From an optimization exercise on the open Yosys and OpenROAD flow, aimed at small area and a short achievable clock period; shortcuts taken in it are not production practice. In this exercise RTL edits were held to simulation tests only and were not proved equivalent to the original.

$ cat flow/run.sh
#!/bin/bash
# synth_recipe.tcl (not shown) runs the flow's synth.tcl, then flattens the netlist and writes it again
# the make line also repeats each setting of config.mk as NAME=value (left out here)
make -C /OpenROAD-flow-scripts/flow DESIGN_CONFIG=/design/flow/config.mk WORK_HOME=/design/flow/orfs CLKGATE_MAP_FILE= SYNTH_SCRIPT=/design/flow/synth_recipe.tcl finish
$ cat flow/config.mk
export PLATFORM = sky130hd
export DESIGN_NAME = ALU_TOP
export DESIGN_NICKNAME = ALU_TOP
export VERILOG_FILES = /design/flow/design.v
export SDC_FILE = /design/flow/constraint.sdc
export NUM_CORES = 4
export LEC_CHECK = 0
export CAP_MARGIN = 20
export CORE_MARGIN = 2
export CORE_UTILIZATION = 40
export SLEW_MARGIN = 20
$ cat flow/constraint.sdc
create_clock -name core_clock -period 140.0 [get_ports {CLK_TOP}]
set_input_delay 28.0000 -clock core_clock [delete_from_list [all_inputs] [get_ports {CLK_TOP}]]
set_output_delay 28.0000 -clock core_clock [all_outputs]
set_load 0.01 [all_outputs]
$ cat flow/design.v
module DECODER_UNIT #(
parameter ALU_FUN_WIDTH = 2    )      
  (
  input wire [1:0] ALU_FUN,
  output reg Arith_Enable,
  output reg Logic_Enable,
  output reg CMP_Enable,
  output reg Shift_Enable
  );
always@(*)
      begin
        Arith_Enable = 1'b0;
        Logic_Enable = 1'b0;
        CMP_Enable = 1'b0;
        Shift_Enable = 1'b0;
    case(ALU_FUN)
      2'b00: Arith_Enable = 1'b1 ;  
      2'b01: Logic_Enable = 1'b1 ; 
      2'b10: CMP_Enable = 1'b1 ; 
      2'b11: Shift_Enable = 1'b1 ; 
endcase
  end
endmodule
module ARITHMETIC_UNIT #(
parameter A_WIDTH = 16             ,  
parameter B_WIDTH = 16             ,  
parameter ALU_FUN_WIDTH = 2        ,  
parameter ALU_ARITH_OUT_WIDTH = 32 ,  
parameter ALU_ARITH_OUT_D_WIDTH = 32 )  
(  
  input wire [A_WIDTH-1:0] A,
  input wire [B_WIDTH-1:0] B,
  input wire [ALU_FUN_WIDTH-1:0] ALU_FUN,
  input wire CLK,
  input wire RST,
  input wire Arith_Enable,
  output reg [ALU_ARITH_OUT_WIDTH-1:0] Arith_OUT,
  output reg Carry_OUT,
  output reg Arith_Flag
  );
  reg [ALU_ARITH_OUT_D_WIDTH-1:0] Arith_D;
  reg Carry_OUT_D;
always@(posedge CLK or negedge RST)
begin
  if(!RST)
    begin
    Arith_OUT <= 'b0;
    Carry_OUT <= 'b0;
    end
  else
    begin
    Arith_OUT <= Arith_D;
    Carry_OUT <= Carry_OUT_D;
    end
end
always@(*)
  begin
    if (Arith_Enable)
      begin
      Carry_OUT_D = 1'b0;
      Arith_Flag = 1'b0;
      Arith_D = 16'b0;
    case(ALU_FUN)
      2'b00: 
      begin
      {Carry_OUT_D,Arith_D[A_WIDTH-1:0]} = A + B;  
      Arith_Flag = 1'b1;
        end
      2'b01: 
      begin
      Arith_D = A - B;   
      Arith_Flag = 1'b1;
        end
      2'b10:
      begin
       Arith_D = A * B;   
       Arith_Flag = 1'b1;
        end
      2'b11: 
      begin
      Arith_D = (B == {B_WIDTH{1'b0}}) ? 32'h0000FFFF : A / B;   
      Arith_Flag = 1'b1;
        end
    default:
    begin
     Arith_D = 16'b0;
     Carry_OUT_D = 1'b0;
     Arith_Flag = 1'b0;
    end
  endcase
end
else
  begin
    Arith_D = 16'b0;
    Carry_OUT_D = 1'b0;
    Arith_Flag = 1'b0;
    end
  end
endmodule
module LOGIC_UNIT #(
parameter A_WIDTH = 16             ,  
parameter B_WIDTH = 16             ,  
parameter ALU_FUN_WIDTH = 2        ,  
parameter ALU_LOGIC_OUT_WIDTH = 16 ,  
parameter ALU_LOGIC_OUT_D_WIDTH = 16 )  
  (
  input wire [A_WIDTH-1:0] a,
  input wire [B_WIDTH-1:0] b,
  input wire [ALU_FUN_WIDTH-1:0] ALU_FUN,
  input wire CLK,
  input wire RST,
  input wire Logic_Enable,
  output reg [ALU_LOGIC_OUT_WIDTH-1:0] Logic_OUT,
  output reg Logic_Flag
  );
  reg [ALU_LOGIC_OUT_D_WIDTH-1:0] Logic_D;
always@(posedge CLK or negedge RST)
begin
  if(!RST)
    Logic_OUT <= 16'b0;
  else
    Logic_OUT <= Logic_D;
end
always@(*)
  begin
    if (Logic_Enable)
      begin
      Logic_D = 16'b0;
      Logic_Flag = 1'b0;
    case(ALU_FUN)
      2'b00:
      begin
       Logic_D = (a & b);  
       Logic_Flag = 1'b1;
        end
      2'b01:
      begin
       Logic_D = (a | b);   
       Logic_Flag = 1'b1;
        end
      2'b10:
      begin
       Logic_D = ~(a & b);   
       Logic_Flag = 1'b1;
        end
      2'b11:
      begin
       Logic_D = ~(a | b);   
       Logic_Flag = 1'b1;
        end
    default:
    begin
     Logic_D = 16'b0;
     Logic_Flag = 1'b0;
      end
  endcase
end
else
  begin
    Logic_D = 16'b0;
    Logic_Flag = 1'b0;
  end
  end
endmodule
module CMP_UNIT #(
parameter A_WIDTH = 16             ,  
parameter B_WIDTH = 16             ,  
parameter ALU_FUN_WIDTH = 2        ,  
parameter ALU_CMP_OUT_WIDTH = 2 ,  
parameter ALU_CMP_OUT_D_WIDTH = 2 )  
  (
  input wire [A_WIDTH-1:0] A,
  input wire [B_WIDTH-1:0] B,
  input wire [ALU_FUN_WIDTH-1:0] ALU_FUN,
  input wire CLK,
  input wire RST,
  input wire CMP_Enable,
  output reg [ALU_CMP_OUT_WIDTH-1:0] CMP_OUT,
  output reg CMP_Flag
  );
  reg [ALU_CMP_OUT_D_WIDTH-1:0] CMP_D;
always@(posedge CLK or negedge RST)
begin
  if(!RST)
    CMP_OUT <= 16'b0;
  else
    CMP_OUT <= CMP_D;
end
always@(*)
  begin
    if (CMP_Enable)
      begin
    case(ALU_FUN)
      2'b01:
      begin
       CMP_D = (A == B) ? 16'b1 : 16'b0;   
       CMP_Flag = 1'b1;
        end
      2'b10: 
      begin
       CMP_D = (A > B) ? 16'b10 : 16'b0 ;   
       CMP_Flag = 1'b1;
       end
      2'b11:
      begin
       CMP_D = (A < B) ? 16'b11 : 16'b0;   
       CMP_Flag = 1'b1;
        end
    default:
    begin
     CMP_D = 16'b0;
     CMP_Flag = 1'b1;
    end
  endcase
  end
else
  begin
    CMP_D = 16'b0;
    CMP_Flag = 1'b0;
  end
  end
endmodule
module SHIFT_UNIT #(
parameter A_WIDTH = 16             ,  
parameter B_WIDTH = 16             ,  
parameter ALU_FUN_WIDTH = 2        ,  
parameter ALU_SHIFT_OUT_WIDTH = 16 ,  
parameter ALU_SHIFT_OUT_D_WIDTH = 16 )  
  (
  input wire [A_WIDTH-1:0] A,
  input wire [B_WIDTH-1:0] B,
  input wire [ALU_FUN_WIDTH-1:0] ALU_FUN,
  input wire CLK,
  input wire RST,
  input wire Shift_Enable,
  output reg [ALU_SHIFT_OUT_WIDTH-1:0] Shift_OUT,
  output reg Shift_Flag
  );
  reg [ALU_SHIFT_OUT_D_WIDTH-1:0] Shift_D;
always@(posedge CLK or negedge RST)
begin
  if(!RST)
    Shift_OUT <= 16'b0;
  else
    Shift_OUT <= Shift_D;
end
always@(*)
  begin
    if (Shift_Enable)
      begin
    case(ALU_FUN)
      2'b00:
      begin
       Shift_D = A >> 1 ; 
       Shift_Flag = 1'b1;
         end
      2'b01:
      begin
       Shift_D = A << 1;   
       Shift_Flag = 1'b1;
        end
      2'b10:
      begin
       Shift_D = B >> 1;   
       Shift_Flag = 1'b1;
        end
      2'b11:
      begin
       Shift_D = B << 1;   
       Shift_Flag = 1'b1;
        end
    default:
    begin
     Shift_D = 16'b0;
     Shift_Flag = 1'b0;
      end
  endcase
  end
else
  begin
    Shift_D = 16'b0;
    Shift_Flag = 1'b0;
  end
  end
endmodule
module ALU_TOP #(
parameter A_WIDTH = 16             ,  
parameter B_WIDTH = 16             ,  
parameter ALU_FUN_WIDTH = 4        ,  
parameter ALU_ARITH_OUT_WIDTH = 32 ,  
parameter ALU_LOGIC_OUT_WIDTH = 16 ,  
parameter ALU_CMP_OUT_WIDTH   = 2  ,  
parameter ALU_SHIFT_OUT_WIDTH = 16 )  
( 
  input wire [A_WIDTH-1:0] A_TOP,
  input wire [B_WIDTH-1:0] B_TOP,
  input wire [ALU_FUN_WIDTH-1:0] ALU_FUN_TOP,
  input wire CLK_TOP,
  input wire RST_TOP,
  output wire [ALU_ARITH_OUT_WIDTH-1:0] Arith_OUT_TOP,
  output wire Carry_OUT_TOP,
  output wire Arith_Flag_TOP,
  output wire [ALU_LOGIC_OUT_WIDTH-1:0] Logic_OUT_TOP,
  output wire Logic_Flag_TOP, 
  output wire [ALU_CMP_OUT_WIDTH-1:0] CMP_OUT_TOP,
  output wire CMP_Flag_TOP,
  output wire [ALU_SHIFT_OUT_WIDTH-1:0] Shift_OUT_TOP,
  output wire Shift_Flag_TOP
   );
wire                                   Arith_Enable_TOP ;  
wire                                   Logic_Enable_TOP ; 
wire                                   CMP_Enable_TOP   ;  
wire                                   Shift_Enable_TOP ; 
DECODER_UNIT  U_decoder_unit  (
.ALU_FUN(ALU_FUN_TOP[3:2]),
.Arith_Enable(Arith_Enable_TOP),
.Logic_Enable(Logic_Enable_TOP),
.CMP_Enable(CMP_Enable_TOP),
.Shift_Enable(Shift_Enable_TOP)
);  
ARITHMETIC_UNIT U_arithmetic_unit (
.A(A_TOP),
.B(B_TOP),
.ALU_FUN(ALU_FUN_TOP[1:0]),
.CLK(CLK_TOP),
.RST(RST_TOP),
.Arith_Enable(Arith_Enable_TOP),
.Arith_OUT(Arith_OUT_TOP),
.Carry_OUT(Carry_OUT_TOP),
.Arith_Flag(Arith_Flag_TOP)
);
LOGIC_UNIT U_logic_unit (
.a(A_TOP),
.b(B_TOP),
.ALU_FUN(ALU_FUN_TOP[1:0]),
.CLK(CLK_TOP),
.RST(RST_TOP),
.Logic_Enable(Logic_Enable_TOP),
.Logic_OUT(Logic_OUT_TOP),
.Logic_Flag(Logic_Flag_TOP)
);
CMP_UNIT U_cmp_unit (
.A(A_TOP),
.B(B_TOP),
.ALU_FUN(ALU_FUN_TOP[1:0]),
.CLK(CLK_TOP),
.RST(RST_TOP),
.CMP_Enable(CMP_Enable_TOP),
.CMP_OUT(CMP_OUT_TOP),
.CMP_Flag(CMP_Flag_TOP)
);
SHIFT_UNIT U_shifter_unit (
.A(A_TOP),
.B(B_TOP),
.ALU_FUN(ALU_FUN_TOP[1:0]),
.CLK(CLK_TOP),
.RST(RST_TOP),
.Shift_Enable(Shift_Enable_TOP),
.Shift_OUT(Shift_OUT_TOP),
.Shift_Flag(Shift_Flag_TOP)
);
 endmodule
==> out/summary.txt <==
outcome = timing/DRC/antenna clean
DR iter-0 viols = 2064
Die W = 298 um
Via Count = 33939
I/O pins = 109
Synth Warn # = 5
Final min period = 126.93 ns
final setup violation count = 0
area of the multi-input gates = 0.0311 sq mm
largest family of logic cells by synthesized area = adder cells
CTS tree = built
global-route wire length before repair = 180000 um
FILL cells = 8769
cell mode on critical path = o21a_1
max-cap violation count = 0
core area = 0.0854 sq mm
Total GRT Usage = 0.251
Cells after Synth = 4561
FP Rows = 107
DIE AREA = 0.0889 sq mm
clock root buffer = clkbuf_16
Final Wtd Congestion = 0.933
Fmax achieved = 7.88 MHz
Clock Tree Buf Depth = 2
number of enable flip-flop cells after synthesis = 0
Sink Count = 67
Num CTS Buffers = 9
via-per-instance ratio = 5.89
Hold WC Path Type = input port to async pin
Rel. slew slack = 0.239
largest net degree at the start of global routing = 65
DRC viols = 0
CP max stage cell = o311ai_1
Congestion Overflow GR = 0
Slew Viols, Final = 0
Final #Nets = 5392
ant diodes = 0
Critical Path Sink Type = flop
worst-path maximum fanout = 38
FF/Latch Area = 0.00168 sq mm
ys flop type = dfrtp_1
clock transition at the registers of the reported paths = 0.08 ns
placed cell count = 5745
Avg Synthesized Cell Area = 7.59 sq um
Post-Synth Simple-Gate Area = 0.225
synthesized area = 0.0346 sq mm
critical path type = input port to flop
Pre-antenna DRT Iters = 5
Synth Area in XOR/XNOR = 0.0592
WL/cell = 19.6 um
layout cells sized above 1 = 0.0726
DP HPWL = 87800 um
Critical Path AT = 127.21 ns
Area Growth Syn to Fin = 8.20%
mux cell area share after synthesis = 0.0486
Compound-Gate Fraction of Synth Area = 0.253
CP startpoint kind = input port
Final period util = 0.907
Synth Area in Adders = 0.311
initial core utilization = 0.405
Port Buf Inserts = 108
Req. time, crit path = 140.29 ns
antenna violations before repair = 1
antenna-violating nets left = 0
die height = 298 um
setup TNS = 0 ns
worst slew pin tran = 1.12 ns
WL final = 113000 um
H-tree Lvls = 3
Non-Filler Instances = 5761
RSZ-0062 raised after global routing = no
Synth async-reset ratio = 1.00
postcts setup bufs = 0
post-CTS sizing = 0
CTS Hold Bufs = 0
Synth cell types = 125
Fin. Hold Viols = 0
Largest stage delay, worst path = 0.92 ns
register area share after synthesis = 0.0484
number of global-route vias before repair = 32976
Yosys reg bits = 67
[final cells by class]
cell class | count | share of cell area
inverter | 337 | 0.0338
sequential | 67 | 0.0448
clock buffer | 9 | 0.00601
timing repair buffer | 185 | 0.0440
tap | 1144 | 0.0382
multi-input combinational | 4012 | 0.831
clock inverter | 7 | 0.00214
[cells in the final DEF (no fill, tap or decap), types with 78 or more instances in the layout]
cell type and n:
inv_1 325, ha_1 546, a21o_1 103, xnor2_1 156
a21oi_1 275, xor2_1 78, nor3_1 223, fa_1 196
o21a_1 197, buf_4 79, o31ai_1 112, nand2_1 486
mux2_2 83, o21ai_0 151, clkdlybuf4s50_1 105, nor2_1 446
[metal layers]
layer / part of all wire / routed length [um] / vias up / global-route usage
li1: - / - / 16589 / -
met1: 0.44 / 49600 / 16232 / 0.325
met2: 0.47 / 53000 / 928 / 0.434
met3: 0.055 / 6250 / 190 / 0.0277
met4: 0.034 / 3830 / 0 / 0.0832
met5: 0 / 0 / - / 0
[cells in the mapped netlist, types with 9 or more instances]
master | n | area [sq um]
xor2_1 | 78 | 683
and2_1 | 34 | 213
buf_2 | 14 | 70.1
and3_1 | 28 | 175
a211oi_1 | 46 | 345
nor3b_1 | 9 | 67.6
nor2b_1 | 55 | 344
mux2_2 | 83 | 935
nand2b_1 | 41 | 257
nand2_1 | 486 | 1820
a31o_2 | 13 | 114
buf_1 | 25 | 93.8
nor4_1 | 28 | 175
mux4_2 | 14 | 315
nand3b_1 | 11 | 82.6
a31oi_1 | 39 | 244
o21ai_1 | 21 | 105
a21oi_1 | 275 | 1380
or3_1 | 51 | 319
a221oi_1 | 20 | 175
o2111ai_1 | 14 | 123
a21o_1 | 103 | 773
inv_1 | 328 | 1230
ha_1 | 546 | 6830
or4_1 | 11 | 82.6
a21boi_0 | 14 | 105
mux2i_1 | 36 | 360
o21a_1 | 197 | 1480
nor2_1 | 448 | 1680
nand4_1 | 28 | 175
dfrtp_1 | 67 | 1680
nor3_1 | 223 | 1120
clkbuf_1 | 115 | 432
a211o_1 | 12 | 105
nand3_1 | 72 | 360
xnor2_1 | 156 | 1370
o31ai_1 | 112 | 841
o31a_1 | 10 | 87.6
o211ai_1 | 46 | 345
or2_2 | 49 | 307
o21ai_0 | 152 | 761
fa_1 | 196 | 3920
o21bai_1 | 29 | 218
[flip-flops by register name (all words and copies together), names as in the netlist]
register                     flops
U_arithmetic_unit.Carry_OUT      1
U_shifter_unit.Shift_OUT        16
U_arithmetic_unit.Arith_OUT     32
U_cmp_unit.CMP_OUT               2
U_logic_unit.Logic_OUT          16
[cell families after synthesis]
family                   Yosys count
buffers and inverters            497
adder cells (fa/ha/maj)          743
other                              1
AO/OA/AOI/OAI                   1255
AND/OR/NAND/NOR                 1626
multiplexers                     138
XOR/XNOR                         234
flip-flops                        67
[final timing paths]
path                                start                                        end  slack (ns)  cells after the start
hold / removal                    RST_TOP        U_logic_unit.Logic_OUT[6]$_DFF_PN0_       27.47                      1
setup / recovery                B_TOP[10]   U_arithmetic_unit.Arith_OUT[0]$_DFF_PN0_       13.07                    423
min in group core_clock    ALU_FUN_TOP[0]     U_shifter_unit.Shift_OUT[15]$_DFF_PN0_       28.21                      2
max in group asynchronous         RST_TOP  U_arithmetic_unit.Arith_OUT[21]$_DFF_PN0_      111.49                      2
[stage by stage]
| stage | utilization | hold slack (ns) | cell area [sq um] | setup slack, ns |
|---|---|---|---|---|
| finish | 0.438 | 27.47 | 37400 | 13.07 |
| global route | 0.438 | 27.49 | 37400 | 3.95 |
| CTS | 0.438 | 27.48 | 37400 | 13.98 |
| detailed placement | 0.435 | 27.91 | 37100 | 13.85 |
| global placement | 0.435 | 27.91 | 37100 | 16.04 |
| floorplan | - | 27.70 | 34700 | 18.92 |
[worst max-delay path, delay by kind of cell]
family,cells,cell delay [ns]
compound gates,261,59.42
simple gates,105,21.74
fa+ha+maj,31,9.75
buf+inv,16,4.51
mux,10,3.50

## port drivers added, routing unchanged
No port has a modelled driver above. Below, the same layout with a new extraction and two added sets of constraints.
Step 1 sets driving cells, clkbuf_16 on the clock port and buf_2 on the other inputs (assumed; they add their load-dependent delay and slew).
Step 2 also shifts input and output timing later by t, the mid clock arrival at the registers, as if the neighbouring blocks saw the same clock.
a / b / c = no drivers / after step 1 / after step 2; a / b = the first two.
t, ns: 0.466
slack for setup (ns): 13.074 / 13.107 / 12.641
worst hold slack (ns): 27.469 / 27.438 / 27.904
clock arrival spread, ns: 0.020 / 0.020
After both steps this run still meets setup and hold. For this run, drivers alone change the setup slack by +0.033 ns; drivers and shift together by -0.433 ns.
